What follows belongs to an exercise in optimizing a design on an open flow for small area, a short achievable clock period and few clock cycles per item; a production flow would make more cautious choices. Function was checked by simulation only, so behaviour that the tests miss may differ from the original. Power figures rest on the tool's default switching activity, not on a simulated workload.

==> flow/design.v (outline; a module is shown in full before it is edited, if it fits) <==
// module mux2X1: 8 lines
// module carry_lookahead_adder_8_bit: 19 lines
// module CLA_8bit_slice: 38 lines
// module carry_lookahead_adder_32_bit: 13 lines
// module mpa_bx: 6 lines
// module mpa_xor: 5 lines
// module mpa_and: 5 lines
// module mpa_gp: 6 lines
// module mpa_nd: 6 lines
// module mpa_ng: 5 lines
// module mp_adder: 1062 lines
module mp_adder (
    input  wire         iAddSub,
    input  wire         iClk,
    input  wire         iRst,
    input  wire         iStart,
    input  wire [511:0] iOpA,
    input  wire [511:0] iOpB,
    output wire [512:0] oRes,
    output wire         oDone);
  // ...
==> flow/flow/run.sh <==
#!/bin/bash
# Standard ORFS layout (the standard.sh) with two changes to how it is done:
# - buffer_ports gives every input and output port a buf_1 cell (the resizer
#   still sizes them as timing needs) instead of the cell it picks by default;
# - place_pins may put pins one routing track apart, so that the 1542 ports fit
#   on a smaller die.
set -euo pipefail
export BUFFER_PORTS_ARGS="-buffer_cell sky130_fd_sc_hd__buf_1"
export PLACE_PINS_ARGS="-min_distance 1 -min_distance_in_tracks"
bash standard.sh > standard_flow.log 2>&1
==> flow/standard.sh <==
#!/bin/bash
# synth_recipe.tcl (not shown) runs the flow's synth.tcl, then flattens the netlist and writes it again
# the make line also repeats each setting of config.mk as NAME=value (left out here)
make -C /OpenROAD-flow-scripts/flow DESIGN_CONFIG=/design/flow/config.mk WORK_HOME=/design/flow/orfs CLKGATE_MAP_FILE= SYNTH_SCRIPT=/design/flow/synth_recipe.tcl "${@:-finish}"
==> flow/config.mk <==
export PLATFORM = sky130hd
export DESIGN_NAME = mp_adder
export DESIGN_NICKNAME = mp_adder
export VERILOG_FILES = /design/flow/design.v
export SDC_FILE = /design/flow/constraint.sdc
export NUM_CORES = 4
export LEC_CHECK = 0
export CAP_MARGIN = 20
export CORE_AREA = 4 4 396 396
export DIE_AREA = 0 0 400 400
export SLEW_MARGIN = 20
export SYNTH_HIERARCHICAL = 1
==> flow/constraint.sdc <==
create_clock -name core_clock -period 5.0 [get_ports {iClk}]
set_input_delay 1.0000 -clock core_clock [delete_from_list [all_inputs] [get_ports {iClk}]]
set_output_delay 1.0000 -clock core_clock [all_outputs]
set_load 0.01 [all_outputs]
==> run summary, run 1 <==
Gates resized during post-CTS repair numbered 0. In the synthesized netlist, mux cells make up 0% of the area. In this run the cell area of the synthesized design comes to 30900 um^2. The number of buffers added by the clock tree synthesis step came out at 17.

In the synthesized netlist, the cells that appear most often are xor2_1 (1536), a21o_1 (833), and2_1 (833). Clock tree synthesis selected as its root buffer the cell clkbuf_16. The largest total area in the synthesized netlist belongs to xor2_1. The number of register bits inferred by synthesis is 129. The first global-routing pass estimated 251000 um of wire. The post-synthesis async set-or-reset flop share came out at 0%. The total overflow left after global routing is 2. The adder-cell area share of the yosys netlist came out at 0%. The average cell area after synthesis came out at 7.53 um^2. The number of H-tree levels is 4. The flow did not finish. The number of ports placed on the die boundary is 1542. The global routing met2 resource utilization is 36.4%. In this run, distinct cell masters in the synthesized netlist total 10. The starting density of the core is 20.3%. The register area share after synthesis is 8.36%.

The placement-stage cell area is 40400 um^2. By instance count, the leading cell after synthesis is xor2_1. The number of I/O port buffers is 1541.

The post-CTS setup-driven buffer insertion count is 0. The cell count after synthesis is 4102. The hold-fix buffer count after cts is 0. The compound-gate portion of the synthesized area is 26.5%.

At the end of routability-driven placement, the weighted congestion stood at 1.02. The post-synthesis share of cell area spent on and, or, nand and nor gates came out at 21.6%. By area the synthesized netlist is led by xor2_1 (44%), a21o_1 (20%), and2_1 (17%), dfxtp_1 (8.4%), a21oi_1 (4.1%). The met1 demand-to-capacity share in global routing came out at 21.1%. The number of nets handed over by synthesis was 5130. The number of placed instances, taps included is 7773. The flow stopped in global routing. The clock sink count came out at 129. The die boundary height came out at 400 um. By area, the combinational part of the netlist is dominated by XOR/XNOR gates. The standard-cell row count is 143. After synthesis, the largest area contributor takes up 43.5% of total cell area.

During synthesis, Yosys emitted a total of 7 warnings. The floorplan step set the die width to 400 um. The via count of the first global-routing pass is 36900. The first error in the log reads "[ERROR GRT-0116] Global routing finished with congestion. Check the congestion regions in the DRC Viewer". The HPWL after detailed placement is 167000 um.
Testbench counts, summed over its fixed seeds: cycles 768, items 384.
==> inputs of run 2 (changes only) <==
==> flow/flow/run.sh (replaced) <==
#!/bin/bash
# Standard ORFS layout (the standard.sh), with the port buffers that
# buffer_ports inserts on every input and output made buf_1 cells instead of
# the cell it picks by default; the resizer still sizes them as timing needs.
set -euo pipefail
export BUFFER_PORTS_ARGS="-buffer_cell sky130_fd_sc_hd__buf_1"
bash standard.sh > standard_flow.log 2>&1
--- a/flow/config.mk
+++ b/flow/config.mk
@@ -8,4 +8,4 @@
 export CAP_MARGIN = 20
-export CORE_AREA = 4 4 396 396
-export DIE_AREA = 0 0 400 400
+export CORE_AREA = 10 10 550 550
+export DIE_AREA = 0 0 560 560
 export SLEW_MARGIN = 20
==> run summary, run 2 <==
The run finished with no timing, DRC or antenna violations. The leakage power summed over all cells is 23.0 nW. The required time of the worst setup path came out at 4.00 ns.

The largest registers in the layout are rC: 127 flops, rCout: 1 flops, rDone: 1 flops. The maximum number of pins on one net before global-route repair is 45. The final route contains 36800 vias. The final cell count without fillers is 9810.

The synthesized net count is 5130 (unchanged). The cell count after synthesis came out at 4102 (unchanged). The register area share after synthesis is 8.36% (unchanged).

The total routing usage reported by global routing is 17.5%. By startpoint and endpoint, the worst setup path is classified as in2out. The number of distinct library cell variants in the gate-level netlist after synthesis came out at 10 (unchanged).

More flip-flops sit in one register than any other, and that register is rC. Internal power comes to 6.99 mW. The relative slew slack came out at 50.4%. The clock sink count was 129 (unchanged).

At the worst endpoint, the arrival time is 3.71 ns. Counting along the longest clock path gives a buffer depth of 3. Among all flip-flop cells after synthesis, the most frequent one is dfxtp_1. The starting density of the core came out at 10.6% (-9.7 points). Of all cell types, the one taking the most synthesized area is xor2_1. In this run the most critical hold path is launched from iRst. The yosys synthesis warning count came out at 7 (unchanged). The HPWL after detailed placement is 272000 um (+63%). The hold-fix buffer count after cts came to 0 (unchanged). The end-of-flow core utilization is 16.3%. The worst hold path belongs to the class in2reg.

After synthesis, the most frequently instantiated cells are xor2_1 (1536), a21o_1 (833), and2_1 (833). The via count of the first global-routing pass came out at 36000. The number of max-cap violations came out at 0. The net load switching power is 8.85 mW. The number of max-slew violations in the final report came out at 0. The number of I/O port buffers is 1541 (unchanged). The cell sitting at the root of the clock tree is a clkbuf_16. Leaving out fill and tap cells, the most frequent cell in the layout is xor2_1. The die boundary height came out at 560 um (+40%). The shortest clock period the worst path allows after layout is 4.71 ns. Combinational logic is responsible for 79.9% of the overall power. The area growth from synthesis to final layout is 53.3%. In this run, the clock network consumes 11.0% of the power. The number of H-tree levels is 4 (unchanged). The standard-cell row count came out at 198 (+38%). After detailed routing, the number of remaining DRC violations is 0. After floorplanning, the core was sized to cover 291000 um^2. The synthesized area came to 30900 um^2 (unchanged). By area the synthesized netlist is led by xor2_1 (44%), a21o_1 (20%), and2_1 (17%), dfxtp_1 (8.4%), a21oi_1 (4.1%). The number of buffers added by the clock tree synthesis step is 21 (+4).

The share of the cycle needed by the critical path after routing came out at 94.3%. Final hold analysis gives a worst-case slack of 0.666 ns. The number of hold-slack violations in the final timing report is 0. Using the TritonRoute via totals, the vias-per-cell ratio works out to 3.76. The sequential cell area came out at 2580 um^2. The detailed router's first-iteration violation count came out at 2583. After clock tree synthesis, the clock-pin slew on the worst setup and hold paths is 0.07 ns. The upper clock frequency limit is 212 MHz. The post-CTS setup-driven buffer insertion count came out at 0 (unchanged).

The number of endpoints failing setup at the final stage is 0. The TritonCTS clock tree is done. The fraction of final layout cells sized beyond drive strength 1 came out at 8.94%. The count of flip-flops with a built-in enable after synthesis is 0. The die area is 314000 um^2. In this run the worst setup path begins at iAddSub. Setup repair after global routing left no endpoint under its margin. The nature of the critical path startpoint is an input port. The post-synthesis async set-or-reset flop share is 0% (unchanged). The number of nets still failing antenna checks after routing is 0. The average wire length per cell after detail routing is 29.6 um. The number of placed instances, taps included is 9728 (+25%).

The total wirelength of the detailed-routed design came out at 291000 um. The average cell area after synthesis came to 7.53 um^2 (unchanged). The area taken by multi-input logic gates is 28300 um^2. The power per unit of standard cell area is 334 nW/um^2. The number of register bits inferred by synthesis is 129 (unchanged). The top-area cell type share of the netlist area came out at 43.5% (unchanged). The flip-flop count of the largest register after layout is 127. The worst setup path is captured at a primary output. The library cell with the highest instance count after synthesis is xor2_1.

The total power consumption of the routed design came out at 15.8 mW. The total congestion overflow after global routing came out at 0. In the final design database the tool counted 6879 nets. The actual slew at the worst max-slew pin is 0.741 ns. The maximum fanout count along the critical path came out at 26. The first-pass GRT wire length came out at 365000 um.

The count of cells resized by post-cts repair came out at 0 (unchanged). The number of ports placed on the die boundary is 1542 (unchanged). Across the VDD grid, the largest voltage drop is 178 uV.

The initial antenna violation count is 202. The share of total power in sequential cells came out at 9.1%. The die extent in x came out at 560 um (+40%). Leaving out fill and tap cells, the most frequent cells in the layout are xor2_1 (1536), buf_1 (1243), and2_1 (831). The fill cell total of the finished layout is 33500. Net switching is 55.9% of the power. The first TritonRoute pass finished after 5 iterations.

The sum of negative setup slack came out at 0 ns. The global placement routability congestion is 0.994 (-2.3%).
## run 2: cell counts after synthesis
No cell type changed its count.
## run 2: cell families (layout without fill, tap and decap cells)
family	Yosys count	after routing	share of synthesized area, %
xor+xnor	1536	1536	43.5
simple gates	1219	1219	21.6
compound gates	1217	1217	26.5
flops	129	129	8.36
buf+inv	1	1760	0.0243
other cells	0	49	0
## run 2: layout make-up
cell class | instances | share of cell area (%)
Multi-Input combinational cell | 3972 | 59.8
Timing Repair Buffer | 1727 | 22.8
Tap cell | 3900 | 10.3
Sequential cell | 129 | 5.45
Clock buffer | 25 | 1.20
Antenna cell | 49 | 0.259
Clock inverter | 8 | 0.214
## run 2: worst max-delay path, cell delays in order
cell      delay (ns)
clkbuf_4        0.14
buf_12          0.20
buf_12          0.23
buf_4           0.45
xor2_1          0.32
xor2_1          0.36
a21o_1          0.20
a21o_1          0.15
a21o_1          0.13
xor2_1          0.24
buf_12          0.18
## run 2: Yosys stat by module (local to each module, per instance)
module    cells  cell area [um^2]  flip-flops and latches  times used
mp_adder    132              2620                     129           1
mpa_and       4              25.0                       0         128
mpa_bx        4              35.0                       0         128
mpa_gp        6              26.3                       0         128
mpa_nd        2              13.8                       0         321
mpa_ng        1              7.51                       0         512
mpa_xor       4              35.0                       0         256
## run 2: metrics by stage
step                setup WS [ns]  instance area (um^2)
detailed placement        -0.0760                 46600
global route                0.158                 47300
global placement          -0.0589                 46600
finish                      0.286                 47400
CTS                         0.281                 47200
floorplan                   0.228                 30900
## run 2: power groups by stage
stage	clock network, mW	logic, mW	registers (mW)
2_1_floorplan	0	4.65	1.37
3_3_place_gp	0	13.0	1.47
3_5_place_dp	0	13.0	1.47
4_1_cts	1.87	13.0	1.45
5_1_grt	1.85	13.5	1.47
6_report	1.74	12.7	1.45
## run 2: worst paths after layout
check,to,slack (ns),depth (start not counted)
worst min-delay path,rDone,0.67,2
worst max-delay path,oRes[195],0.29,11
## run 2: routing by layer
| metal | part of all wire [%] | global-route usage, % | vias to the layer above |
|---|---|---|---|
| met1 | 37 | 18.6 | 17300 |
| li1 | - | - | 17200 |
| met3 | 13 | 9.32 | 477 |
| met2 | 47 | 29.9 | 1755 |
| met4 | 3.6 | 5.13 | 134 |
| met5 | 0.31 | 0 | - |
==> inputs of run 3 (changes only) <==
--- a/flow/config.mk
+++ b/flow/config.mk
@@ -10,2 +10,3 @@
 export DIE_AREA = 0 0 560 560
+export GPL_TIMING_DRIVEN = 0
 export SLEW_MARGIN = 20
==> run summary, run 3 <==
The total via count in the routed design is 37100 (+0.59%). The flip-flop count of the largest register after layout is 127 (unchanged). The total power consumption of the routed design is 14.0 mW (-12%).

The starting density of the core is 10.6% (unchanged). On the critical path, the stage with the largest delay is an instance of bufbuf_16. The number of max-slew violations in the final report is 0 (unchanged). The clock sink count came to 129 (unchanged). The maximum fanout count along the critical path was 15 (-42%). The minimum setup slack in the final design came out at -0.0221 ns (-0.308 ns). The total buffers and inverters traversed by the critical path is 11 (+6). The fraction of final layout cells sized beyond drive strength 1 is 4.60% (-4.3 points). The synthesized net count came to 5130 (unchanged). The number of hold-slack violations in the final timing report came out at 0 (unchanged). The number of nets still failing antenna checks after routing is 0 (unchanged).

CTS placed an instance of clkbuf_16 at the clock tree root. The core region area was 291000 um^2 (unchanged). The average cell area after synthesis came out at 7.53 um^2 (unchanged). The die extent in x is 560 um (unchanged). Ranked by flip-flop count, first place goes to rC.

The hold-fix buffer count after cts came to 0 (unchanged). The register area share after synthesis came out at 8.36% (unchanged). The count of flip-flops with a built-in enable after synthesis came out at 0 (unchanged). Among all flip-flop cells after synthesis, the most frequent one is dfxtp_1.

Sorting the synthesized cells by area gives the leading types as xor2_1 (44%), a21o_1 (20%), and2_1 (17%), dfxtp_1 (8.4%), a21oi_1 (4.1%). The CTS clock-pin slew for the worst setup and hold paths is 0.07 ns (about the same). The number of remaining DRC errors is 0 (unchanged). The worst setup path is launched from an input port. The required time of the worst setup path is 5.46 ns (+1.46 ns).

The type of destination of the critical path is a register. The detailed router's first-iteration violation count came out at 2754 (+6.6%). The top-area cell type share of the netlist area came to 43.5% (unchanged). The post-synthesis async set-or-reset flop share came out at 0% (unchanged). The worst slack at placement came to -3.90 ns (-3.83 ns). The library cell with the highest instance count after synthesis is xor2_1.

The initial antenna violation count came out at 199 (-1.5%). The signal on the critical path passes through buf_12 > buf_16 > buf_16 > buf_16 > buf_16 > buf_16 > buf_16 > bufbuf_16 > xor2_4 > xor2_4 > a21oi_4 > o21ai_4 > a21o_1 > a21o_4 > a21o_4 > a21o_4 > a21o_4 > a21o_4 > buf_12 > buf_12 > bufbuf_16 > a21o_1. The number of endpoints failing setup at the final stage is 13 (+13). The HPWL after detailed placement came out at 264000 um (-2.9%). The count of nets after finishing came to 6807 (-1.0%).

The average wire length per cell after detail routing came out at 30.1 um (+1.4%). The worst hold-check path type is in2reg. The upper clock frequency limit came out at 199 MHz (-6.1%). The TritonCTS clock tree is done. The via count of the first global-routing pass is 35100 (-2.3%). The number of register bits inferred by synthesis came out at 129 (unchanged).

The leakage power summed over all cells was 21.3 nW (-7.2%). The number of H-tree levels came to 4 (unchanged). The number of I/O port buffers came out at 1541 (unchanged). The largest incremental delay on the critical path was 0.29 ns (-0.16 ns). The library cell used most frequently in the layout, excluding fill and tap cells, is buf_1. The iteration count of the initial detailed-routing pass is 5 (unchanged). In this run the layout check failures are negative setup slack.

The run finished, with violations left. Of all cell types, the one taking the most synthesized area is xor2_1. The actual slew at the worst max-slew pin came out at 1.03 ns (+0.290 ns). The placement-stage cell area was 42300 um^2 (-9.3%).

The shortest clock period the worst path allows after layout is 5.02 ns (+0.308 ns). Leaving out fill and tap cells, the most frequent cells in the layout are buf_1 (1512), xor2_1 (1490), and2_1 (821). The yosys synthesis warning count is 7 (unchanged). The first-pass GRT wire length was 365000 um (about the same). The power per unit of standard cell area is 310 nW/um^2 (-7.2%). The synthesized area came out at 30900 um^2 (unchanged). The number of ports placed on the die boundary is 1542 (unchanged). The arrival time of data at the critical path endpoint came to 5.48 ns (+1.77 ns). The number of buffers added by the clock tree synthesis step is 21 (unchanged).

Among the stages of the critical path, the cell type that occurs most often is buf_16. Sorting the synthesized cells by how often they occur yields xor2_1 (1536), a21o_1 (833), and2_1 (833). The cell count after synthesis is 4102 (unchanged).

The total wirelength of the detailed-routed design is 293000 um (+0.91%). The total routing usage reported by global routing was 17.6% (+0.11 points). In this design, the largest share of critical-path delay is due to compound AO/OA/AOI/OAI gates. The detail-routed via count per cell was 3.80 (+1.1%). The die area came to 314000 um^2 (unchanged). The area growth from synthesis to final layout came out at 45.9%. The die boundary height is 560 um (unchanged). The share of the cycle needed by the critical path after routing is 100% (+6.2 points). The end-of-flow core utilization came out at 15.5% (-0.78 points). The worst hold margin is 0.681 ns (+0.0153 ns).

The final standard cell area without fillers is 45100 um^2 (-4.8%). The maximum ir drop on the vdd rail was 169 uV (-5.3%). The worst-case clock buffer depth is 3 (unchanged). The global placement routability congestion is 0.985 (-0.95%). The largest registers in the layout are rC: 127 flops, rCout: 1 flops, rDone: 1 flops. The total congestion overflow after global routing is 0 (unchanged). The number of distinct library cell variants in the gate-level netlist after synthesis is 10 (unchanged). The standard-cell row count is 198 (unchanged). The number of max-cap violations came out at 0 (unchanged). The setup path with the least slack is of type in2reg. The maximum number of pins on one net before global-route repair was 30 (-33%). The relative slew slack came out at 31.6% (-19 points).
run 3: per-module statistics from Yosys, one instance, submodules excluded:
module	times used	flops+latches	cells	cell area, um^2
mp_adder	1	129	132	2620
mpa_and	128	0	4	25.0
mpa_bx	128	0	4	35.0
mpa_gp	128	0	6	26.3
mpa_nd	321	0	2	13.8
mpa_ng	512	0	1	7.51
mpa_xor	256	0	4	35.0
run 3: cell families after synthesis:
| kind of cell | after synthesis | synth area share [%] |
|---|---|---|
| AOI/OAI and AO/OA | 1217 | 26.5 |
| xor gates and xnor gates | 1536 | 43.5 |
| DFF | 129 | 8.36 |
| buffers and inverters | 1 | 0.0243 |
| and+or+nand+nor | 1219 | 21.6 |
run 3: power by group:
part / internal (mW) / switching (mW) / total [mW]
sequential: 1.24 / 0.158 / 1.40
combinational: 3.06 / 7.73 / 10.8
clock: 0.958 / 0.839 / 1.80
total: 5.26 / 8.73 / 14.0
run 3: final cells by class:
type	count	area (um^2)
plain buffers	1	7.51
fillers	33800	246000
well taps	3900	4880
diodes	71	178
clock inverters	7	116
repair buffers	1653	7790
multi-input cells	3973	29000
clock buffers	25	561
flip-flops and latches	129	2580
run 3: metal layers:
metal  routed length [um]  vias to the layer above  GRT usage (%)
met5                  718                        -              0
met4                14900                      106           6.94
met3                38100                      506           9.37
met2               132000                     1989           28.7
met1               108000                    17400           19.1
li1                     -                    17100              -
run 3: what timing repair did:
action / CTS / global route
pin swaps: 23 / 19
gates resized for setup: 108 / 63
cloned: 23 / 0
buffers inserted: 49 / 13
setup endpoints to repair: 372 / 84
run 3: stage by stage:
step / TNS, ns / std cells
4_1_cts: 0 / 9676
3_3_place_gp: - / 9543
2_1_floorplan: 0 / 4102
3_5_place_dp: -489.94 / 9575
6_report: -0.129 / 9759
5_1_grt: -0.0797 / 9721
run 3: path summary, 6_finish.rpt:
| check | start | endpoint | slack [ns] | cells past startpoint |
|---|---|---|---|---|
| max | iAddSub | rC[76] | -0.02 | 22 |
| min | iRst | rDone | 0.68 | 2 |
==> inputs of run 4 (changes only) <==
--- a/flow/config.mk
+++ b/flow/config.mk
@@ -11,2 +11,3 @@
 export GPL_TIMING_DRIVEN = 0
+export SETUP_SLACK_MARGIN = 1.0
 export SLEW_MARGIN = 20
==> run summary, run 4 <==
The total congestion overflow after global routing is 0 (unchanged). The leakage power summed over all cells was 26.3 nW (+24%). The average cell area after synthesis is 7.53 um^2 (unchanged). The synthesized area is 30900 um^2 (unchanged). The actual slew at the worst max-slew pin is 0.867 ns (-0.164 ns). The arrival time of data at the critical path endpoint is 3.69 ns (-1.79 ns). The sum of negative setup slack is 0 ns (+0.129 ns). The number of max-slew violations in the final report was 0 (unchanged). For this run, the leading register cell type out of synthesis is dfxtp_1. The HPWL after detailed placement was 268000 um (+1.5%). The via count of the first global-routing pass is 35600 (+1.2%). The worst-case clock buffer depth came to 3 (unchanged). The maximum ir drop on the vdd rail is 135 uV (-20%). The global placement routability congestion is 0.996 (+1.2%). The number of remaining DRC errors came out at 0 (unchanged).

The worst hold-check path type is in2reg. The CTS clock-pin slew for the worst setup and hold paths is 0.08 ns (about the same). Setup repair after global routing could not meet its margin everywhere. Leaving out fill and tap cells, the most frequent cells in the layout are buf_1 (1159), xor2_1 (904), a21o_1 (813).

The run finished with no timing, DRC or antenna violations. The clock sink count was 129 (unchanged). The number of ports placed on the die boundary came out at 1542 (unchanged). The yosys synthesis warning count came to 7 (unchanged).

The number of buffers added by the clock tree synthesis step is 21 (unchanged). The number of distinct library cell variants in the gate-level netlist after synthesis is 10 (unchanged). The shortest clock period the worst path allows after layout is 4.69 ns (-0.330 ns).

The area growth from synthesis to final layout came out at 87.6%. The post-synthesis async set-or-reset flop share is 0% (unchanged). The cell count after synthesis is 4102 (unchanged). The fill cell total of the finished layout came out at 32100 (-4.9%). The upper clock frequency limit is 213 MHz (+7.0%). The count of nets after finishing came out at 7250 (+6.5%). The number of register bits inferred by synthesis is 129 (unchanged). In the post-synthesis netlist, the biggest area contributors are xor2_1 (44%), a21o_1 (20%), and2_1 (17%), dfxtp_1 (8.4%), a21oi_1 (4.1%). The library cell used most frequently in the layout, excluding fill and tap cells, is buf_1.

STA classifies the critical path endpoint as a primary output. The total wirelength of the detailed-routed design is 311000 um (+6.2%). The average wire length per cell after detail routing came to 30.5 um (+1.4%). After synthesis, the most frequently instantiated cells are xor2_1 (1536), a21o_1 (833), and2_1 (833). The flip-flop count of the largest register after layout is 127 (unchanged). The final standard cell area without fillers is 58000 um^2 (+29%). In the final layout, the registers with the most flip-flops are rC: 127 flops, rCout: 1 flops, rDone: 1 flops. The largest total area in the synthesized netlist belongs to xor2_1. The die extent in x is 560 um (unchanged). The relative slew slack came to 41.8% (+10 points). TritonCTS built the clock tree. The top-area cell type share of the netlist area is 43.5% (unchanged). The count of flip-flops with a built-in enable after synthesis came out at 0 (unchanged). The setup path with the least slack is of type in2out. The iteration count of the initial detailed-routing pass is 5 (unchanged). The starting density of the core was 10.6% (unchanged). The synthesized net count was 5130 (unchanged).

The power per unit of standard cell area is 284 nW/um^2 (-8.4%). The fraction of final layout cells sized beyond drive strength 1 is 26.7% (+22 points). The number of H-tree levels came out at 4 (unchanged). The placement-stage cell area came out at 42200 um^2 (-0.22%). The maximum number of pins on one net before global-route repair is 34 (+13%).

The first-pass GRT wire length came out at 371000 um (+1.6%). The detail-routed via count per cell came out at 3.89 (+2.5%). The tree is rooted in a clkbuf_16. The number of endpoints failing setup at the final stage came out at 0 (-13). The number of hold-slack violations in the final timing report came to 0 (unchanged). xor2_1 is the most common cell in the netlist. The register with the most flip-flops is rC.

The number of nets still failing antenna checks after routing is 0 (unchanged). The total routing usage reported by global routing came out at 17.9% (+0.28 points). The die boundary height came out at 560 um (unchanged).

The die area is 314000 um^2 (unchanged). The initial antenna violation count came out at 246 (+24%). The number of max-cap violations is 0 (unchanged). The maximum fanout count along the critical path came out at 8 (-7).

The core region area is 291000 um^2 (unchanged). The register area share after synthesis is 8.36% (unchanged). The share of the cycle needed by the critical path after routing came out at 93.8% (-6.6 points). The worst setup path is launched from an input port.

The detailed router's first-iteration violation count is 2965 (+7.7%). The number of I/O port buffers came to 1541 (unchanged). The standard-cell row count is 198 (unchanged).

The total via count in the routed design is 39800 (+7.3%). The required time of the worst setup path came out at 4.00 ns (-1.46 ns).
==> run 4: cell counts after synthesis <==
Identical to the previous run, type by type.
==> run 4: logic make-up (layout without fill, tap and decap cells) <==
family | Yosys count | after routing | synth area share [%]
xor+xnor | 1536 | 1536 | 43.5
simple gates | 1219 | 1219 | 21.6
compound gates | 1217 | 1221 | 26.5
flops | 129 | 129 | 8.36
buf+inv | 1 | 2127 | 0.0243
other cells | 0 | 81 | 0
==> run 4: stage by stage <==
stage	worst slack [ns]	total power, mW	hold WS [ns]	util [%]	std cells
finish	0.308	16.5	0.638	19.9	10200
global route	0.253	17.4	0.591	19.9	10100
CTS	0.371	14.2	0.546	15.9	9732
detailed placement	-3.29	11.6	1.22	14.5	9570
global placement	-38.18	11.6	1.22	14.3	9543
floorplan	1.07	6.02	1.06	-	4102
==> run 4: worst paths after layout <==
check,startpoint,to,cells after the start
max,iAddSub,oRes[111],16
min,iRst,rDone,2
==> run 4: Yosys stat by module (local to each module, per instance) <==
module / area [um^2] / times used / cells
mp_adder: 2620 / 1 / 132
mpa_bx: 35.0 / 128 / 4
mpa_nd: 13.8 / 321 / 2
mpa_gp: 26.3 / 128 / 6
mpa_and: 25.0 / 128 / 4
mpa_ng: 7.51 / 512 / 1
mpa_xor: 35.0 / 256 / 4
==> run 4: final cells by class <==
type / instances / area [um^2] / area share [%]
Sequential cell: 129 / 2580 / 4.45
Antenna cell: 81 / 203 / 0.350
Multi-Input combinational cell: 3976 / 35600 / 61.5
Tap cell: 3900 / 4880 / 8.42
Timing Repair Buffer: 2093 / 14000 / 24.2
Clock buffer: 26 / 564 / 0.973
Buffer: 1 / 7.51 / 0.0130
Clock inverter: 7 / 95.1 / 0.164
==> run 4: routing by layer <==
layer  wire length (um)  vias up  GRT usage [%]
met5                926        -              0
met4              13700      138           4.50
met3              42600      597           9.35
met2             137000     2290           28.8
met1             118000    19200           20.8
li1                   -    17500              -
==> run 4: worst max-delay path: stages <==
cell and delay, ns:
buf_16 0.13, buf_12 0.14, buf_16 0.14, buf_16 0.14, buf_16 0.14, buf_16 0.15
buf_16 0.15, buf_16 0.16, buf_16 0.17, xor2_4 0.18, xor2_2 0.17, a21o_1 0.18
a21o_1 0.21, a21o_1 0.21, xor2_2 0.20, buf_2 0.17
==> run 4: timing repair <==
action / CTS / global route
cloned: 28 / 24
setup endpoints to repair: 586 / 516
resized for setup: 367 / 1999
hold buffers: 0 / 0
buffers inserted: 101 / 376
pin swaps: 91 / 382
==> run 4: where the power goes <==
part | leakage, nW | total (mW) | internal (mW) | switching (mW)
clock network | 0.322 | 1.76 | 0.912 | 0.849
logic | 24.9 | 13.2 | 5.07 | 8.17
registers | 1.09 | 1.47 | 1.24 | 0.228
total | 26.3 | 16.5 | 7.22 | 9.25
==> inputs of run 5 (changes only) <==
--- a/flow/config.mk
+++ b/flow/config.mk
@@ -11,3 +11,3 @@
 export GPL_TIMING_DRIVEN = 0
-export SETUP_SLACK_MARGIN = 1.0
+export SETUP_SLACK_MARGIN = 0.5
 export SLEW_MARGIN = 20
==> run summary, run 5 <==
The proportion of power drawn by the clock network came out at 12.3% (+1.6 points). The first-pass GRT wire length came out at 365000 um (-1.5%). The hold-fix buffer count after cts came out at 0 (unchanged). The standard-cell row count was 198 (unchanged). The total via count in the routed design was 37300 (-6.2%).

The maximum ir drop on the vdd rail is 219 uV (+63%). The register area share after synthesis is 8.36% (unchanged). The worst slack at placement came out at -3.02 ns (+0.269 ns). The number of buffers added by the clock tree synthesis step came out at 21 (unchanged). The dominant cell type by count on the critical path is buf_16. The synthesized area is 30900 um^2 (unchanged). The HPWL after detailed placement came out at 260000 um (-2.8%). The switching power share of the total is 61.0% (+4.8 points).

The number of I/O port buffers is 1541 (unchanged). The final standard cell area without fillers is 48000 um^2 (-17%). The library cells used most frequently in the layout, excluding fill and tap cells, are buf_1 (1393), xor2_1 (1354), and2_1 (814). More flip-flops sit in one register than any other, and that register is rC.

The number of endpoints failing setup at the final stage came to 0 (unchanged). The largest registers in the layout are rC: 127 flops, rCout: 1 flops, rDone: 1 flops. The actual slew at the worst max-slew pin came to 0.957 ns (+0.0901 ns). The worst hold margin is 0.668 ns (+0.0296 ns). The total power consumption of the routed design came out at 14.7 mW (-11%). The design internal power came out at 5.74 mW (-20%). The count of flip-flops with a built-in enable after synthesis is 0 (unchanged). The leading cell type in the layout, fill and taps excluded is buf_1. The fraction of final layout cells sized beyond drive strength 1 is 11.5% (-15 points). The detail-routed via count per cell was 3.77 (-3.2%). The number of H-tree levels came out at 4 (unchanged). The number of hold-slack violations in the final timing report is 0 (unchanged). The die extent in x is 560 um (unchanged).

The signal on the critical path passes through buf_16 > buf_16 > buf_16 > buf_16 > buf_16 > buf_16 > buf_16 > buf_16 > xor2_4 > xor2_4 > a21oi_2 > o21ai_4 > buf_12 > a21o_4 > a21o_4 > a21o_1 > a21o_4 > a21o_4 > a21o_4 > buf_6 > buf_12 > buf_16 > a21o_1. The core region area is 291000 um^2 (unchanged). The via count of the first global-routing pass is 36200 (+1.7%). The count of nets after finishing is 6939 (-4.3%). STA classifies the critical path startpoint as an input port.

The average cell area after synthesis came out at 7.53 um^2 (unchanged). The maximum fanout count along the critical path was 11 (+3). The global placement routability congestion came to 0.977 (-2.0%). The total congestion overflow after global routing is 0 (unchanged). The number of distinct library cell variants in the gate-level netlist after synthesis came out at 10 (unchanged). The cell at the root of the clock tree is clkbuf_16. The cell count after synthesis came out at 4102 (unchanged). The number of max-cap violations is 0 (unchanged). The total wirelength of the detailed-routed design is 294000 um (-5.6%). In the synthesized netlist the dominant register cell turns out to be dfxtp_1.

The most common cell in the synthesized netlist is xor2_1. The placement-stage cell area was 42200 um^2 (about the same). The required time of the worst setup path is 5.45 ns (+1.45 ns). Ranked by instance count, the synthesized netlist is headed by xor2_1 (1536), a21o_1 (833), and2_1 (833). The upper clock frequency limit came out at 215 MHz (+0.66%). The synthesized net count is 5130 (unchanged). The number of placed instances, taps included was 9570 (unchanged). TritonCTS built the clock tree. The iteration count of the initial detailed-routing pass came out at 5 (unchanged).

The post-synthesis async set-or-reset flop share came out at 0% (unchanged). The yosys synthesis warning count came out at 7 (unchanged). The largest incremental delay on the critical path was 0.28 ns (+0.07 ns). The sum of negative setup slack is 0 ns (unchanged). The net load switching power came out at 8.98 mW (-2.9%).

The shortest clock period the worst path allows after layout is 4.66 ns (-0.0305 ns). The cell type of the slowest stage on the worst timing path is a21o_4. The clock sink count was 129 (unchanged). The number of ports placed on the die boundary is 1542 (unchanged).

The detailed router's first-iteration violation count came out at 2344 (-21%). The CTS clock-pin slew for the worst setup and hold paths came out at 0.08 ns (about the same). The total buffers and inverters traversed by the critical path is 12 (+2). The final cell count without fillers came out at 9895 (-3.1%). The top-area cell type share of the netlist area came out at 43.5% (unchanged). By area the synthesized netlist is led by xor2_1 (44%), a21o_1 (20%), and2_1 (17%), dfxtp_1 (8.4%), a21oi_1 (4.1%). The area growth from synthesis to final layout came out at 55.4%. The maximum number of pins on one net before global-route repair is 28 (-18%). The logic gate share of total power is 78.2% (-2.2 points). The number of max-slew violations in the final report is 0 (unchanged). The number of nets still failing antenna checks after routing is 0 (unchanged). The relative slew slack is 36.4% (-5.4 points).

The end-of-flow core utilization came out at 16.5% (-3.4 points). The initial antenna violation count came to 153 (-38%). The type of destination of the critical path is a register. The worst setup path is of the in2reg kind. The tightest min-delay check is of the in2reg type. The minimum setup slack in the final design came out at 0.338 ns (+0.0305 ns).

The worst-case clock buffer depth came out at 3 (unchanged). The share of total power in sequential cells is 9.5% (+0.6 points). The total routing usage reported by global routing is 17.5% (-0.34 points). The average wire length per cell after detail routing came out at 29.7 um (-2.5%). The number of remaining DRC errors came to 0 (unchanged). The starting density of the core came to 10.6% (unchanged). The power per unit of standard cell area came to 307 nW/um^2 (+7.9%).

The leakage power summed over all cells is 22.7 nW (-14%). The number of register bits inferred by synthesis is 129 (unchanged). The die boundary height is 560 um (unchanged). The flip-flop count of the largest register after layout came out at 127 (unchanged). xor2_1 takes more of the synthesized area than any other cell. The run finished with no timing, DRC or antenna violations. The share of the cycle needed by the critical path after routing came to 93.2% (-0.61 points).

The arrival time of data at the critical path endpoint came out at 5.11 ns (+1.42 ns). Setup repair after global routing could not meet its margin everywhere. The kind of cell with the highest combined delay along the critical path is compound AO/OA/AOI/OAI gates. The die area came out at 314000 um^2 (unchanged).
## run 5: changes by cell type in the layout (fill, tap and decap cells not counted), sizes merged
cell           change
buf              -294
clkbuf            -31
bufbuf            +12
diode              -7
clkdlybuf4s15      +5
a21o               -3
bufinv             +1
clkinv             -1
clkinvlp           +1
inv                -1
## run 5: kinds of logic after synthesis
| group | share of synthesized area, % |
|---|---|
| AOI/OAI and AO/OA | 26.5 |
| and+or+nand+nor | 21.6 |
| xor gates and xnor gates | 43.5 |
| buffers and inverters | 0.0243 |
| DFF | 8.36 |
## run 5: cell type report
| cell class | instances | area (um^2) |
|---|---|---|
| Clock buffer | 26 | 574 |
| Tap cell | 3900 | 4880 |
| Sequential cell | 129 | 2580 |
| Multi-Input combinational cell | 3973 | 30200 |
| Fill cell | 33400 | 243000 |
| Antenna cell | 74 | 185 |
| Buffer | 1 | 7.51 |
| Clock inverter | 7 | 119 |
| Timing Repair Buffer | 1785 | 9460 |
## run 5: worst paths after layout
check               start  endpoint  slack, ns  cells past startpoint
setup / recovery  iAddSub    rC[75]       0.34                     23
hold / removal     iStart     rDone       0.67                      2
## run 5: power by group through the flow
| stage | registers, mW | clock network (mW) | logic (mW) |
|---|---|---|---|
| floorplan | 1.37 | 0 | 4.65 |
| global placement | 1.43 | 0 | 10.7 |
| detailed placement | 1.43 | 0 | 10.7 |
| CTS | 1.41 | 1.93 | 11.5 |
| global route | 1.43 | 1.92 | 12.3 |
| finish | 1.41 | 1.81 | 11.5 |
## run 5: layer usage
metal | part of all wire [%] | up-vias | track usage, %
li1 | - | 17200 | -
met3 | 9.5 | 419 | 6.76
met4 | 5.7 | 50 | 7.24
met1 | 36 | 17800 | 18.2
met5 | 0.11 | - | 0
met2 | 49 | 1797 | 31.5
## run 5: repair_timing
action                     CTS  global route
resized for setup          344           232
setup buffers              129            57
setup endpoints to repair  544           202
gates cloned                27             5
pin swaps                   91           123
## run 5: per-module statistics from Yosys, one instance, submodules excluded
module,flip-flops and latches,cell area [um^2]
mpa_nd,0,13.8
mp_adder,129,2620
mpa_xor,0,35.0
mpa_bx,0,35.0
mpa_and,0,25.0
mpa_gp,0,26.3
mpa_ng,0,7.51
==> inputs of run 6 (changes only) <==
==> flow/flow/run.sh (replaced) <==
#!/bin/bash
# Standard ORFS layout (the standard.sh) with two changes to how it is done:
# - buffer_ports gives every input and output port a buf_1 cell (the resizer
#   still sizes them as timing needs) instead of the cell it picks by default;
# - before the resize step's repair_design, high-fanout nets are buffered with
#   gain-based buffer trees (flow/pre_resize.tcl).
set -euo pipefail
export BUFFER_PORTS_ARGS="-buffer_cell sky130_fd_sc_hd__buf_1"
export PRE_RESIZE_TCL="$(pwd)/flow/pre_resize.tcl"
bash standard.sh > standard_flow.log 2>&1
==> flow/flow/pre_resize.tcl (new file) <==
# Runs inside ORFS's resize step (3_4), after global placement and before its
# repair_design: gain-based buffering of the high-fanout nets, which builds
# buffer trees from the sink locations instead of chains along the wire.
log_cmd repair_design -buffer_gain 4.0 -verbose
--- a/flow/config.mk
+++ b/flow/config.mk
@@ -11,3 +11,2 @@
 export GPL_TIMING_DRIVEN = 0
-export SETUP_SLACK_MARGIN = 0.5
 export SLEW_MARGIN = 20
==> run summary, run 6 <==
The tree is rooted in a clkbuf_16. The leakage power summed over all cells came out at 22.1 nW (-2.3%). After synthesis, the cell types taking the most area are xor2_1 (44%), a21o_1 (20%), and2_1 (17%), dfxtp_1 (8.4%), a21oi_1 (4.1%). The detail-routed via count per cell is 3.89 (+3.1%). The count of flip-flops with a built-in enable after synthesis is 0 (unchanged). The commonest register cell after synthesis is dfxtp_1. The hold-fix buffer count after cts came out at 0 (unchanged). The shortest clock period the worst path allows after layout was 5.05 ns (+0.390 ns).

The number of placed instances, taps included came out at 9615 (+0.47%). The nature of the critical path startpoint is an input port. The average cell area after synthesis is 7.53 um^2 (unchanged). The fraction of final layout cells sized beyond drive strength 1 came to 12.3% (+0.77 points). The flow ran to the end, but the layout failed its checks. The CTS clock-pin slew for the worst setup and hold paths is 0.08 ns (about the same). The number of distinct library cell variants in the gate-level netlist after synthesis is 10 (unchanged). The maximum ir drop on the vdd rail came out at 145 uV (-34%). The share of the cycle needed by the critical path after routing is 101% (+7.8 points). The critical path is of the in2reg type. The number of I/O port buffers is 1541 (unchanged). The die boundary height is 560 um (unchanged). The yosys synthesis warning count is 7 (unchanged). The power per unit of standard cell area is 301 nW/um^2 (-2.0%). The minimum setup slack in the final design is -0.0519 ns (-0.390 ns).

The worst-case clock buffer depth came to 3 (unchanged). The synthesized area is 30900 um^2 (unchanged). The number of ports placed on the die boundary is 1542 (unchanged). The core region area is 291000 um^2 (unchanged). The starting density of the core is 10.6% (unchanged). The layout checks failed on negative setup slack. The library cell with the highest instance count after synthesis is xor2_1. The actual slew at the worst max-slew pin came out at 1.06 ns (+0.100 ns).

Compared with the post-synthesis result, the final layout area differs by 57.5%. Walking the worst path, the cells encountered are buf_4 > buf_8 > buf_16 > buf_16 > buf_16 > buf_16 > buf_12 > buf_12 > xor2_2 > xor2_1 > buf_4 > a21oi_2 > o21ai_0 > a21o_1 > a21o_4 > a21o_1 > a21o_4 > buf_12 > a21o_1 > a21o_4 > buf_16 > buf_16 > buf_12 > a21o_1. The slowest stage of the critical path is the a21o_4 cell. The placement-stage cell area is 43000 um^2 (+1.9%). The number of register bits inferred by synthesis is 129 (unchanged).

The flip-flop count of the largest register after layout is 127 (unchanged). The min-delay analysis places its worst path in the category in2reg. The die area is 314000 um^2 (unchanged).

rC holds more flip-flops than any other register. The final cell count without fillers came out at 9948 (+0.54%). The clock sink count came to 129 (unchanged). The worst hold margin is 0.630 ns (-0.0374 ns). The worst slack at placement came to -3.05 ns (-0.0331 ns).

The number of remaining DRC errors was 0 (unchanged). The count of nets after finishing came to 6993 (+0.78%). The total buffers and inverters traversed by the critical path is 13 (+1). The average wire length per cell after detail routing was 33.7 um (+13%). The dominant cell type by count on the critical path is buf_16. The initial antenna violation count is 215 (+41%). The top cell types in the final layout, fill and taps aside, are buf_1 (1432), xor2_1 (1358), a21o_1 (788). The maximum fanout count along the critical path is 17 (+6). The die extent in x was 560 um (unchanged). The required time of the worst setup path came out at 5.47 ns (+0.02 ns).

The worst setup path is captured at a register. By count the netlist is led by xor2_1 (1536), a21o_1 (833), and2_1 (833). The relative slew slack came out at 29.8% (-6.7 points). The synthesized net count was 5130 (unchanged). The maximum number of pins on one net before global-route repair is 20 (-29%). The upper clock frequency limit came out at 198 MHz (-7.7%). The standard-cell row count was 198 (unchanged). The number of H-tree levels is 4 (unchanged). The number of endpoints failing setup at the final stage was 13 (+13). The end-of-flow core utilization was 16.7% (+0.22 points).

The cell count after synthesis came out at 4102 (unchanged). The first-pass GRT wire length is 409000 um (+12%). The iteration count of the initial detailed-routing pass came to 6 (+1). The kind of cell with the highest combined delay along the critical path is buffers and inverters. The HPWL after detailed placement came out at 291000 um (+12%). The arrival time of data at the critical path endpoint is 5.52 ns (+0.41 ns).

The final standard cell area without fillers came to 48700 um^2 (+1.3%). The cell type contributing the most total cell area after synthesis is xor2_1. The via count of the first global-routing pass came out at 36900 (+1.9%). The number of buffers added by the clock tree synthesis step is 21 (unchanged).

The library cell used most frequently in the layout, excluding fill and tap cells, is buf_1. The total congestion overflow after global routing came out at 0 (unchanged). The number of max-cap violations is 0 (unchanged). The top-area cell type share of the netlist area is 43.5% (unchanged).

The number of nets still failing antenna checks after routing came out at 0 (unchanged). The largest registers in the layout are rC: 127 flops, rCout: 1 flops, rDone: 1 flops. The detailed router's first-iteration violation count is 2898 (+24%). The number of max-slew violations in the final report is 0 (unchanged). Setup repair after global routing could not meet its margin everywhere.

The number of hold-slack violations in the final timing report came out at 0 (unchanged). The total routing usage reported by global routing came out at 20.1% (+2.5 points). The post-synthesis async set-or-reset flop share came out at 0% (unchanged). The total wirelength of the detailed-routed design is 335000 um (+14%).

The register area share after synthesis came out at 8.36% (unchanged). TritonCTS built the clock tree. The largest incremental delay on the critical path is 0.25 ns (-0.03 ns). The global placement routability congestion is 0.985 (+0.81%).

The total via count in the routed design is 38700 (+3.7%).
## run 6: per-layer routing
metal	global-route usage (%)	part of all wire [%]
met1	21.5	36
met3	10.1	13
met5	0	0.29
met4	9.10	5.8
met2	33.0	45
## run 6: area by class of cell
type / count / area, um^2
tap: 3900 / 4880
multi-input combinational: 3972 / 30400
timing repair buffer: 1840 / 10000
fill: 33500 / 242000
buffer: 1 / 7.51
clock inverter: 5 / 53.8
antenna: 75 / 188
sequential: 129 / 2580
clock buffer: 26 / 564
## run 6: Yosys stat by module (local to each module, per instance), a selection
module / flops+latches / times used / area (um^2)
mpa_nd: 0 / 321 / 13.8
mpa_bx: 0 / 128 / 35.0
mp_adder: 129 / 1 / 2620
mpa_and: 0 / 128 / 25.0
mpa_ng: 0 / 512 / 7.51
mpa_gp: 0 / 128 / 26.3
## run 6: kinds of logic (layout without fill, tap and decap cells)
group,after synthesis,count (layout),share of synthesized area [%]
other,0,75,0
and+or+nand+nor,1219,1219,21.6
AOI/OAI and AO/OA,1217,1217,26.5
buffers and inverters,1,1872,0.0243
xor gates and xnor gates,1536,1536,43.5
DFF,129,129,8.36
## run 6: final timing paths
| path | from | to | slack (ns) | cells after the start |
|---|---|---|---|---|
| hold / removal | iRst | rDone | 0.63 | 2 |
| setup / recovery | iAddSub | rC[91] | -0.05 | 24 |
## run 6: through the flow
step,total power [mW],setup TNS (ns)
after global placement,12.0,-
after floorplan,6.02,0
after CTS,14.8,-0.0323
after detailed placement,12.3,-509.35
final,14.6,-0.272
after global routing,15.5,-1.17
## run 6: repair_timing
action	in CTS	in global routing
cloned	8	1
setup endpoints to repair	540	151
pin swaps	58	33
buffers inserted	187	31
resized for setup	357	142
## run 6: power breakdown
part | switching [mW] | total [mW] | internal [mW]
sequential | 0.159 | 1.40 | 1.24
clock | 0.845 | 1.70 | 0.855
combinational | 8.12 | 11.5 | 3.40
==> inputs of run 7 (changes only) <==
--- a/flow/flow/run.sh
+++ b/flow/flow/run.sh
@@ -4,4 +4,4 @@
 #   still sizes them as timing needs) instead of the cell it picks by default;
-# - before the resize step's repair_design, high-fanout nets are buffered with
-#   gain-based buffer trees (flow/pre_resize.tcl).
+# - before the resize step's repair_design, high-fanout nets get buffer trees
+#   built from their sinks' locations (flow/pre_resize.tcl, flow/tree.tcl).
 set -euo pipefail
==> flow/flow/pre_resize.tcl (replaced) <==
# Runs inside ORFS's resize step (3_4), after global placement and before its
# repair_design: every signal net with more than 12 sinks gets a buffer tree
# built from its sinks' placed locations (flow/tree.tcl), instead of the
# chain of buffers that repair_design would lay along the net.
source [file join [file dirname [info script]] tree.tcl]
bt_all 12 12 8 {sky130_fd_sc_hd__buf_4 sky130_fd_sc_hd__buf_8}
==> flow/flow/tree.tcl (new file) <==
# Buffer trees for high-fanout signal nets, built by recursive bisection of
# the sinks' placed locations (a leaf buffer drives at most LEAF sinks that
# lie close together; upper levels drive at most UP buffers each).
proc bt_split {pts maxn} {
  # pts: list of {pin x y}; returns a list of clusters of at most maxn points
  if {[llength $pts] <= $maxn} { return [list $pts] }
  set xs [lmap p $pts {lindex $p 1}]
  set ys [lmap p $pts {lindex $p 2}]
  set dx [expr {[tcl::mathfunc::max {*}$xs] - [tcl::mathfunc::min {*}$xs]}]
  set dy [expr {[tcl::mathfunc::max {*}$ys] - [tcl::mathfunc::min {*}$ys]}]
  set k [expr {$dx >= $dy ? 1 : 2}]
  set s [lsort -real -index $k $pts]
  # split into halves whose sizes are multiples of maxn where possible
  set n [llength $s]
  set nc [expr {($n + $maxn - 1) / $maxn}]
  set h [expr {(($nc + 1) / 2) * $maxn}]
  if {$h >= $n} { set h [expr {$n / 2}] }
  return [concat [bt_split [lrange $s 0 [expr {$h - 1}]] $maxn] [bt_split [lrange $s $h end] $maxn]]
}

proc bt_sinks {net} {
  set pts {}
  foreach it [$net getITerms] {
    if {[$it isOutputSignal]} { continue }
    set inst [$it getInst]
    set bb [$inst getBBox]
    set x [expr {([$bb xMin] + [$bb xMax]) / 2.0}]
    set y [expr {([$bb yMin] + [$bb yMax]) / 2.0}]
    lappend pts [list "[$inst getName]/[[$it getMTerm] getName]" $x $y]
  }
  return $pts
}

proc bt_net {netname leaf up cells} {
  set block [ord::get_db_block]
  set dbu [$block getDbUnitsPerMicron]
  set lvl 0
  set maxn $leaf
  while {1} {
    set net [$block findNet $netname]
    set pts [bt_sinks $net]
    if {[llength $pts] <= $maxn} { break }
    set cell [lindex $cells [expr {min($lvl, [llength $cells] - 1)}]]
    set i 0
    foreach cl [bt_split $pts $maxn] {
      set sx 0.0; set sy 0.0
      foreach p $cl { set sx [expr {$sx + [lindex $p 1]}]; set sy [expr {$sy + [lindex $p 2]}] }
      set cx [expr {$sx / [llength $cl] / $dbu}]
      set cy [expr {$sy / [llength $cl] / $dbu}]
      set pins [get_pins [lmap p $cl {lindex $p 0}]]
      insert_buffer -buffer_cell $cell -net [get_nets $netname] -load_pins $pins -location [list $cx $cy] \
        -buffer_name "bt_${lvl}_${i}_$netname"
      incr i
    }
    puts "bt_net $netname: level $lvl, $i buffers of $cell"
    incr lvl
    set maxn $up
  }
}

# all signal nets with more than minfo sinks (clock nets excluded)
proc bt_all {minfo leaf up cells} {
  set block [ord::get_db_block]
  set names {}
  foreach net [$block getNets] {
    if {[$net getSigType] != "SIGNAL"} { continue }
    if {[$net isSpecial]} { continue }
    set n 0
    set drv 0
    foreach it [$net getITerms] { if {[$it isOutputSignal]} { incr drv } else { incr n } }
    if {$drv != 1 || $n <= $minfo} { continue }
    if {[llength [$net getBTerms]] > 0} { continue }
    lappend names [$net getName]
  }
  foreach nm $names { bt_net $nm $leaf $up $cells }
}
--- a/flow/config.mk
+++ b/flow/config.mk
@@ -11,2 +11,3 @@
 export GPL_TIMING_DRIVEN = 0
+export SETUP_SLACK_MARGIN = 0.3
 export SLEW_MARGIN = 20
==> run summary, run 7 <==
The run finished with no timing, DRC or antenna violations. The number of buffers added by the clock tree synthesis step is 21 (unchanged). The placement-stage cell area is 42200 um^2 (-1.7%). By area the synthesized netlist is led by xor2_1 (44%), a21o_1 (20%), and2_1 (17%), dfxtp_1 (8.4%), a21oi_1 (4.1%). The largest incremental delay on the critical path was 0.49 ns (+0.24 ns). The total power consumption of the routed design is 13.9 mW (-5.0%).

The slowest stage of the critical path is the xor2_1 cell. The most used flip-flop cell after synthesis is dfxtp_1. The number of I/O port buffers came out at 1541 (unchanged). The synthesized net count was 5130 (unchanged).

The cell type group with the largest total delay on the critical path is buffers and inverters. The synthesized area was 30900 um^2 (unchanged). The number of H-tree levels came out at 4 (unchanged).

The CTS clock-pin slew for the worst setup and hold paths came out at 0.07 ns (about the same). The standard-cell row count was 198 (unchanged). The leakage power summed over all cells came out at 20.8 nW (-5.9%). The logic gate share of total power is 76.8% (-2.0 points).

The worst-case clock buffer depth came out at 3 (unchanged). Setup repair after global routing could not meet its margin everywhere. The clock sink count is 129 (unchanged).

The upper clock frequency limit is 213 MHz (+7.4%). STA classifies the critical path endpoint as a primary output. The maximum ir drop on the vdd rail came out at 193 uV (+33%). The nature of the critical path startpoint is an input port.

The fill cell total of the finished layout came out at 34000 (+1.4%). The design internal power is 5.13 mW (-6.6%). The final cell count without fillers is 9755 (-1.9%).

The number of cells traversed by the worst hold path came out at 2 (unchanged). The total routing usage reported by global routing came out at 17.4% (-2.7 points). The top-area cell type share of the netlist area came out at 43.5% (unchanged). The proportion of power drawn by the clock network came out at 13.1% (+1.5 points). The share of total power in sequential cells was 10.1% (+0.5 points).

The first-pass GRT wire length came out at 361000 um (-12%). The total via count in the routed design was 36300 (-6.2%). The die area came out at 314000 um^2 (unchanged). The number of ports placed on the die boundary came out at 1542 (unchanged). The shortest clock period the worst path allows after layout came out at 4.71 ns (-0.347 ns). The power per unit of standard cell area came out at 316 nW/um^2 (+5.2%). The final standard cell area without fillers came to 43900 um^2 (-9.7%). The worst hold path terminates at rDone. Sorting the synthesized cells by how often they occur yields xor2_1 (1536), a21o_1 (833), and2_1 (833).

The total buffers and inverters traversed by the critical path is 6 (-7). The switching power share of the total is 63.0% (+0.61 points). The HPWL after detailed placement came out at 268000 um (-8.0%). In this run the most critical hold path is launched from iStart. The end-of-flow core utilization came out at 15.1% (-1.6 points). The maximum fanout count along the critical path is 5 (-12). The number of remaining DRC errors is 0 (unchanged). The number of max-cap violations is 0 (unchanged). The sum of negative setup slack is 0 ns (+0.272 ns). The number of placed instances, taps included is 9622 (+0.073%). The hold-fix buffer count after cts is 0 (unchanged). The number of register bits inferred by synthesis is 129 (unchanged). Traced cell by cell, the critical path runs through buf_12 > buf_12 > buf_4 > buf_12 > buf_4 > xor2_1 > xor2_1 > a21o_1 > a21o_1 > a21o_1 > xor2_1 > buf_1. By instance count, the leading cell after synthesis is xor2_1. The iteration count of the initial detailed-routing pass is 5 (-1).

The yosys synthesis warning count came to 7 (unchanged). The detailed router's first-iteration violation count is 2118 (-27%). The relative slew slack came out at 33.7% (+3.9 points). The average wire length per cell after detail routing is 29.6 um (-12%). The average cell area after synthesis is 7.53 um^2 (unchanged). The maximum number of pins on one net before global-route repair came to 13 (-35%). The detail-routed via count per cell was 3.72 (-4.4%). More flip-flops sit in one register than any other, and that register is rC. The starting density of the core is 10.6% (unchanged). The number of distinct library cell variants in the gate-level netlist after synthesis came out at 10 (unchanged). The cell count after synthesis came out at 4102 (unchanged). The number of nets still failing antenna checks after routing is 0 (unchanged). In this run the clock root is driven by a clkbuf_16. The count of flip-flops with a built-in enable after synthesis came to 0 (unchanged). The worst slack at placement came out at -3.19 ns (-0.133 ns). The net load switching power was 8.75 mW (-4.1%). The TritonCTS clock tree is done. The worst hold path belongs to the class in2reg. The critical path startpoint is iAddSub. The largest registers in the layout are rC: 127 flops, rCout: 1 flops, rDone: 1 flops.

The die extent in x is 560 um (unchanged). The minimum setup slack in the final design is 0.295 ns (+0.347 ns). The actual slew at the worst max-slew pin is 0.999 ns (-0.0586 ns). The number of max-slew violations in the final report was 0 (unchanged). The largest total area in the synthesized netlist belongs to xor2_1. The leading cell type in the layout, fill and taps excluded is xor2_1. The die boundary height is 560 um (unchanged). The core region area came to 291000 um^2 (unchanged). The critical path in this run is classified as in2out. The post-synthesis async set-or-reset flop share came out at 0% (unchanged). The register area share after synthesis came to 8.36% (unchanged). The global placement routability congestion is 0.977 (-0.80%).

The required time of the worst setup path is 4.00 ns (-1.47 ns). The total congestion overflow after global routing is 0 (unchanged). The worst hold margin is 0.669 ns (+0.0383 ns). The count of nets after finishing is 6800 (-2.8%). The top cell types in the final layout, fill and taps aside, are xor2_1 (1512), buf_1 (1503), and2_1 (823). The share of the cycle needed by the critical path after routing is 94.1% (-6.9 points). The number of hold-slack violations in the final timing report came out at 0 (unchanged). The fraction of final layout cells sized beyond drive strength 1 came out at 4.06% (-8.2 points). The arrival time of data at the critical path endpoint is 3.71 ns (-1.81 ns). The flip-flop count of the largest register after layout is 127 (unchanged). The area growth from synthesis to final layout is 42.1%. The total wirelength of the detailed-routed design is 289000 um (-14%). The via count of the first global-routing pass came out at 35500 (-3.8%). The number of endpoints failing setup at the final stage is 0 (-13). The initial antenna violation count is 156 (-27%).
-- run 7: Yosys stat by module, one instance, submodules excluded --
module | cells inside | copies in the design | cell area, um^2 | flops+latches
mpa_ng | 1 | 512 | 7.51 | 0
mpa_bx | 4 | 128 | 35.0 | 0
mpa_nd | 2 | 321 | 13.8 | 0
mp_adder | 132 | 1 | 2620 | 129
mpa_and | 4 | 128 | 25.0 | 0
mpa_xor | 4 | 256 | 35.0 | 0
mpa_gp | 6 | 128 | 26.3 | 0
-- run 7: layer usage --
metal | track usage [%] | vias up | share of wire (%)
li1 | - | 17100 | -
met1 | 18.2 | 17000 | 36
met2 | 31.2 | 1733 | 49
met3 | 6.52 | 423 | 9.6
met4 | 7.20 | 52 | 5.5
met5 | 0 | - | 0.12
-- run 7: worst max path at each step --
stage / end / slack (ns) / cells past startpoint
floorplan: rCout / 0.60 / 13
global placement: rCout / -37.34 / 13
detailed placement: rC[108] / -3.19 / 18
CTS: rC[75] / 0.30 / 21
global route: rCout / 0.29 / 18
finish: oRes[407] / 0.29 / 12
-- run 7: repair_timing --
| item | in CTS | in global routing |
|---|---|---|
| resized for setup | 113 | 32 |
| endpoints found under the setup margin | 349 | 84 |
| buffers inserted | 26 | 1 |
| gates cloned | 0 | 0 |
| pin swaps | 14 | 5 |
-- run 7: area by class of cell --
type	count	area, um^2	share of cell area (%)
flip-flops and latches	129	2580	5.88
clock buffers	26	574	1.31
clock inverters	7	119	0.271
plain buffers	1	7.51	0.0171
repair buffers	1647	6900	15.7
diodes	73	183	0.416
multi-input cells	3972	28700	65.3
well taps	3900	4880	11.1
-- run 7: power by group through the flow --
stage	clock (mW)	combinational, mW	sequential (mW)
finish	1.82	10.7	1.40
global route	1.92	11.4	1.43
CTS	1.93	11.0	1.41
detailed placement	0	10.8	1.43
global placement	0	10.7	1.43
floorplan	0	4.65	1.37
-- run 7: kinds of logic (layout without fill, tap and decap cells) --
family / after synthesis / count (layout) / synth area share (%)
compound gates: 1217 / 1217 / 26.5
xor+xnor: 1536 / 1536 / 43.5
buf+inv: 1 / 1681 / 0.0243
flops: 129 / 129 / 8.36
other cells: 0 / 73 / 0
simple gates: 1219 / 1219 / 21.6
==> inputs of run 8 (changes only) <==
==> flow/flow/run.sh (replaced) <==
#!/bin/bash
# Standard ORFS layout (the standard.sh) with three changes to how it is done:
# - buffer_ports gives every input and output port a buf_1 cell (the resizer
#   still sizes them as timing needs) instead of the cell it picks by default;
# - the ports are placed in bit order round the die edge, each bit's
#   iOpA/iOpB/oRes side by side (flow/pinorder.tcl, before place_pins);
# - before the resize step's repair_design, high-fanout nets get buffer trees
#   built from their sinks' locations (flow/pre_resize.tcl, flow/tree.tcl).
set -euo pipefail
export BUFFER_PORTS_ARGS="-buffer_cell sky130_fd_sc_hd__buf_1"
export PRE_IO_PLACEMENT_TCL="$(pwd)/flow/pinorder.tcl"
export PRE_RESIZE_TCL="$(pwd)/flow/pre_resize.tcl"
bash standard.sh > standard_flow.log 2>&1
==> flow/flow/pinorder.tcl (new file) <==
# Place the ports in bit order around the die: bit i's iOpA[i], iOpB[i] and
# oRes[i] sit next to each other, bits 0..511 go round the die edge (bottom
# left to right, right edge upwards, top right to left, left edge downwards),
# and the control ports fill the gap between bit 511 and bit 0.
proc po_slots {} {
  set block [ord::get_db_block]
  set die [$block getDieArea]
  set dbu [$block getDbUnitsPerMicron]
  set W [expr {[$die xMax] / double($dbu)}]
  set H [expr {[$die yMax] / double($dbu)}]
  set m 10.0
  set slots {}
  # bottom: met2 tracks x = 0.23 + 0.46k, two tracks apart
  for {set x [expr {0.23 + 0.46 * ceil(($m - 0.23) / 0.46)}]} {$x <= $W - $m} {set x [expr {$x + 0.92}]} {
    lappend slots [list met2 $x 0.0]
  }
  # right: met3 tracks y = 0.34 + 0.68k
  for {set y [expr {0.34 + 0.68 * ceil(($m - 0.34) / 0.68)}]} {$y <= $H - $m} {set y [expr {$y + 1.36}]} {
    lappend slots [list met3 $W $y]
  }
  # top, right to left
  set top {}
  for {set x [expr {0.23 + 0.46 * ceil(($m - 0.23) / 0.46)}]} {$x <= $W - $m} {set x [expr {$x + 0.92}]} {
    lappend top [list met2 $x $H]
  }
  set slots [concat $slots [lreverse $top]]
  # left, top to bottom
  set left {}
  for {set y [expr {0.34 + 0.68 * ceil(($m - 0.34) / 0.68)}]} {$y <= $H - $m} {set y [expr {$y + 1.36}]} {
    lappend left [list met3 0.0 $y]
  }
  return [concat $slots [lreverse $left]]
}

proc po_place {name slot} {
  lassign $slot layer x y
  if {$layer == "met2"} { set sz {0.14 0.485} } else { set sz {0.8 0.3} }
  place_pin -pin_name $name -layer $layer -location [list $x $y] -pin_size $sz -force_to_die_boundary
}

proc po_all {} {
  set slots [po_slots]
  set ns [llength $slots]
  set ctrl {iClk iRst iStart iAddSub oDone oRes[512]}
  # bits spread evenly over the ring, leaving room for the control ports at the end
  set nbits 512
  set used [expr {3 * $nbits + [llength $ctrl]}]
  if {$used > $ns} { error "pinorder: $used ports but only $ns slots" }
  set step [expr {double($ns - [llength $ctrl]) / $nbits}]
  for {set i 0} {$i < $nbits} {incr i} {
    set s [expr {int(floor($i * $step))}]
    po_place "iOpA\[$i\]" [lindex $slots $s]
    po_place "iOpB\[$i\]" [lindex $slots [expr {$s + 1}]]
    po_place "oRes\[$i\]" [lindex $slots [expr {$s + 2}]]
  }
  set s [expr {$ns - [llength $ctrl]}]
  foreach c $ctrl {
    po_place $c [lindex $slots $s]
    incr s
  }
  puts "pinorder: placed [expr {3 * $nbits + [llength $ctrl]}] ports on $ns slots"
}
po_all
--- a/flow/config.mk
+++ b/flow/config.mk
@@ -11,3 +11,3 @@
 export GPL_TIMING_DRIVEN = 0
-export SETUP_SLACK_MARGIN = 0.3
+export SETUP_SLACK_MARGIN = 1.0
 export SLEW_MARGIN = 20
==> run summary, run 8 <==
The run finished with no timing, DRC or antenna violations. The number of hold-slack violations in the final timing report is 0 (unchanged). The standard-cell row count came out at 198 (unchanged). The cell count after synthesis is 4102 (unchanged). The register with the most flip-flops is rC.

The nature of the critical path startpoint is an input port. The actual slew at the worst max-slew pin came out at 0.378 ns (-0.621 ns). The fill cell total of the finished layout was 33300 (-2.0%). The total wirelength of the detailed-routed design came out at 105000 um (-63%). The number of max-slew violations in the final report came out at 0 (unchanged). The average wire length per cell after detail routing came out at 10.8 um (-64%). The flip-flop count of the largest register after layout is 127 (unchanged). The upper clock frequency limit was 238 MHz (+12%). By count the netlist is led by xor2_1 (1536), a21o_1 (833), and2_1 (833). The total routing usage reported by global routing is 6.16% (-11 points).

The starting density of the core came to 10.6% (unchanged). The worst-case clock buffer depth came out at 3 (unchanged). The number of endpoints failing setup at the final stage came to 0 (unchanged). The number of I/O port buffers was 1541 (unchanged).

The global placement routability congestion is 0.742 (-24%). The detail-routed via count per cell came out at 3.35 (-9.7%). The top-area cell type share of the netlist area came out at 43.5% (unchanged). The number of max-cap violations is 0 (unchanged).

Setup repair after global routing could not meet its margin everywhere. The placement-stage cell area is 42200 um^2 (about the same). The maximum number of pins on one net before global-route repair came out at 13 (unchanged). CTS placed an instance of clkbuf_16 at the clock tree root. The CTS clock-pin slew for the worst setup and hold paths is 0.08 ns (about the same). The number of register bits inferred by synthesis is 129 (unchanged). The fraction of final layout cells sized beyond drive strength 1 came to 9.86% (+5.8 points).

The maximum fanout count along the critical path came to 9 (+4). The tightest min-delay check is of the in2reg type. The number of remaining DRC errors came out at 0 (unchanged). The number of ports placed on the die boundary came to 0 (-100%). The average cell area after synthesis came out at 7.53 um^2 (unchanged). The HPWL after detailed placement came out at 87300 um (-67%). By instance count, the leading cell after synthesis is xor2_1.

The number of H-tree levels is 4 (unchanged). In the layout the commonest cells are buf_1 (1476), xor2_1 (1308), a21o_1 (820). The post-synthesis async set-or-reset flop share was 0% (unchanged). The required time of the worst setup path is 5.45 ns (+1.45 ns). The critical path is of the in2reg type. The maximum ir drop on the vdd rail is 144 uV (-26%).

The synthesized net count is 5130 (unchanged). The critical path startpoint is iAddSub. The synthesized area came out at 30900 um^2 (unchanged). The commonest register cell after synthesis is dfxtp_1.

The total congestion overflow after global routing came out at 0 (unchanged). The count of nets after finishing came to 6923 (+1.8%). The worst setup path is captured at a register. The yosys synthesis warning count is 7 (unchanged). The register area share after synthesis was 8.36% (unchanged). The first-pass GRT wire length came out at 163000 um (-55%). The largest total area in the synthesized netlist belongs to xor2_1. The hold-fix buffer count after cts is 0 (unchanged).

Yosys attributes the largest share of cell area to xor2_1 (44%), a21o_1 (20%), and2_1 (17%), dfxtp_1 (8.4%), a21oi_1 (4.1%). The leakage power summed over all cells came to 21.9 nW (+5.1%). The final standard cell area without fillers came out at 46500 um^2 (+5.9%). The largest registers in the layout are rC: 127 flops, rCout: 1 flops, rDone: 1 flops. The detailed router's first-iteration violation count came out at 731 (-65%).

The iteration count of the initial detailed-routing pass came to 5 (unchanged). The relative slew slack is 74.8% (+41 points). The count of flip-flops with a built-in enable after synthesis is 0 (unchanged). The minimum setup slack in the final design is 0.802 ns (+0.507 ns). The die boundary height is 560 um (unchanged).

The arrival time of data at the critical path endpoint is 4.65 ns (+0.94 ns). TritonCTS built the clock tree. The initial antenna violation count is 3 (-98%). The power per unit of standard cell area is 228 nW/um^2 (-28%). The startpoint identified for the worst hold timing path is iRst. The share of the cycle needed by the critical path after routing is 84.0% (-10 points).
-- run 8: cell count changes in the layout (fill, tap and decap cells not counted), moves of 8 or more --
cell,previous run,this run
clkbuf_2,13,37
xor2_4,4,12
buf_8,5,15
buf_12,9,21
buf_1,1503,1476
xor2_2,20,216
xor2_1,1512,1308
buf_2,16,27
buf_4,84,174
diode_2,73,2
-- run 8: how the worst max path moves through the flow --
| stage | depth (start not counted) | endpoint |
|---|---|---|
| floorplan | 13 | rCout |
| global placement | 13 | rCout |
| detailed placement | 19 | rCout |
| CTS | 20 | rCout |
| global route | 10 | oRes[231] |
| finish | 18 | rC[118] |
-- run 8: timing repair --
action                                  in CTS  in global routing
endpoints found under the setup margin     533                272
pin swaps                                  104                156
gates resized for setup                    149                297
gates cloned                                 2                  0
buffers inserted                            93                 51
-- run 8: metal layers --
| layer | global-route usage, % | vias to the layer above | share of wire [%] |
|---|---|---|---|
| met2 | 12.1 | 776 | 54 |
| met1 | 6.14 | 15000 | 37 |
| met4 | 2.13 | 0 | 2.9 |
| met3 | 1.64 | 109 | 5.7 |
| li1 | - | 17000 | - |
| met5 | 0 | - | 0 |
-- run 8: power by group --
part | internal, mW | switching, mW
clock network | 0.950 | 0.731
registers | 1.24 | 0.143
logic | 3.19 | 4.37
total | 5.38 | 5.24
-- run 8: cell type report --
| type | count | area [um^2] | area share [%] |
|---|---|---|---|
| multi-input cells | 3972 | 30300 | 65.1 |
| repair buffers | 1766 | 8090 | 17.4 |
| diodes | 2 | 5.00 | 0.0108 |
| clock buffers | 27 | 633 | 1.36 |
| well taps | 3900 | 4880 | 10.5 |
| clock inverters | 6 | 57.6 | 0.124 |
| flip-flops and latches | 129 | 2580 | 5.55 |
| plain buffers | 1 | 7.51 | 0.0161 |
-- run 8: worst max-delay path, stage by stage --
cell	delay [ns]
buf_16	0.14
buf_12	0.16
bufbuf_16	0.26
xor2_1	0.17
xor2_1	0.21
a21oi_1	0.17
o21ai_1	0.09
a21o_1	0.19
a21o_1	0.21
a21o_4	0.26
a21o_4	0.25
buf_6	0.13
a21o_4	0.27
buf_8	0.15
a21o_4	0.21
buf_12	0.15
bufbuf_16	0.34
a21o_1	0.15
-- run 8: modules after synthesis, one instance, submodules excluded --
| module | flops+latches | cells inside |
|---|---|---|
| mpa_ng | 0 | 1 |
| mp_adder | 129 | 132 |
| mpa_bx | 0 | 4 |
| mpa_gp | 0 | 6 |
| mpa_xor | 0 | 4 |
| mpa_nd | 0 | 2 |
| mpa_and | 0 | 4 |
-- run 8: kinds of logic after synthesis --
logic type | share of synthesized area, %
simple gates | 21.6
compound gates | 26.5
buf+inv | 0.0243
xor+xnor | 43.5
flops | 8.36
-- run 8: through the flow --
| step | power, mW | setup TNS [ns] | hold WS [ns] | utilization [%] | cells |
|---|---|---|---|---|---|
| global route | 11.7 | 0 | 0.561 | 16.0 | 9803 |
| global placement | 8.35 | - | 1.22 | 14.3 | 9543 |
| finish | 10.6 | 0 | 0.639 | 16.0 | 9803 |
| floorplan | 6.02 | 0 | 1.06 | - | 4102 |
| CTS | 10.6 | 0 | 0.539 | 15.3 | 9750 |
| detailed placement | 8.46 | -57.38 | 1.22 | 14.5 | 9622 |

Setup slack of run 8, layout unchanged: 0.802 ns with ideal ports, 0.815 ns with driving cells assumed (clock clkbuf_16, inputs buf_2), 0.170 ns with port delays also shifted by the 0.645 ns mid clock arrival.
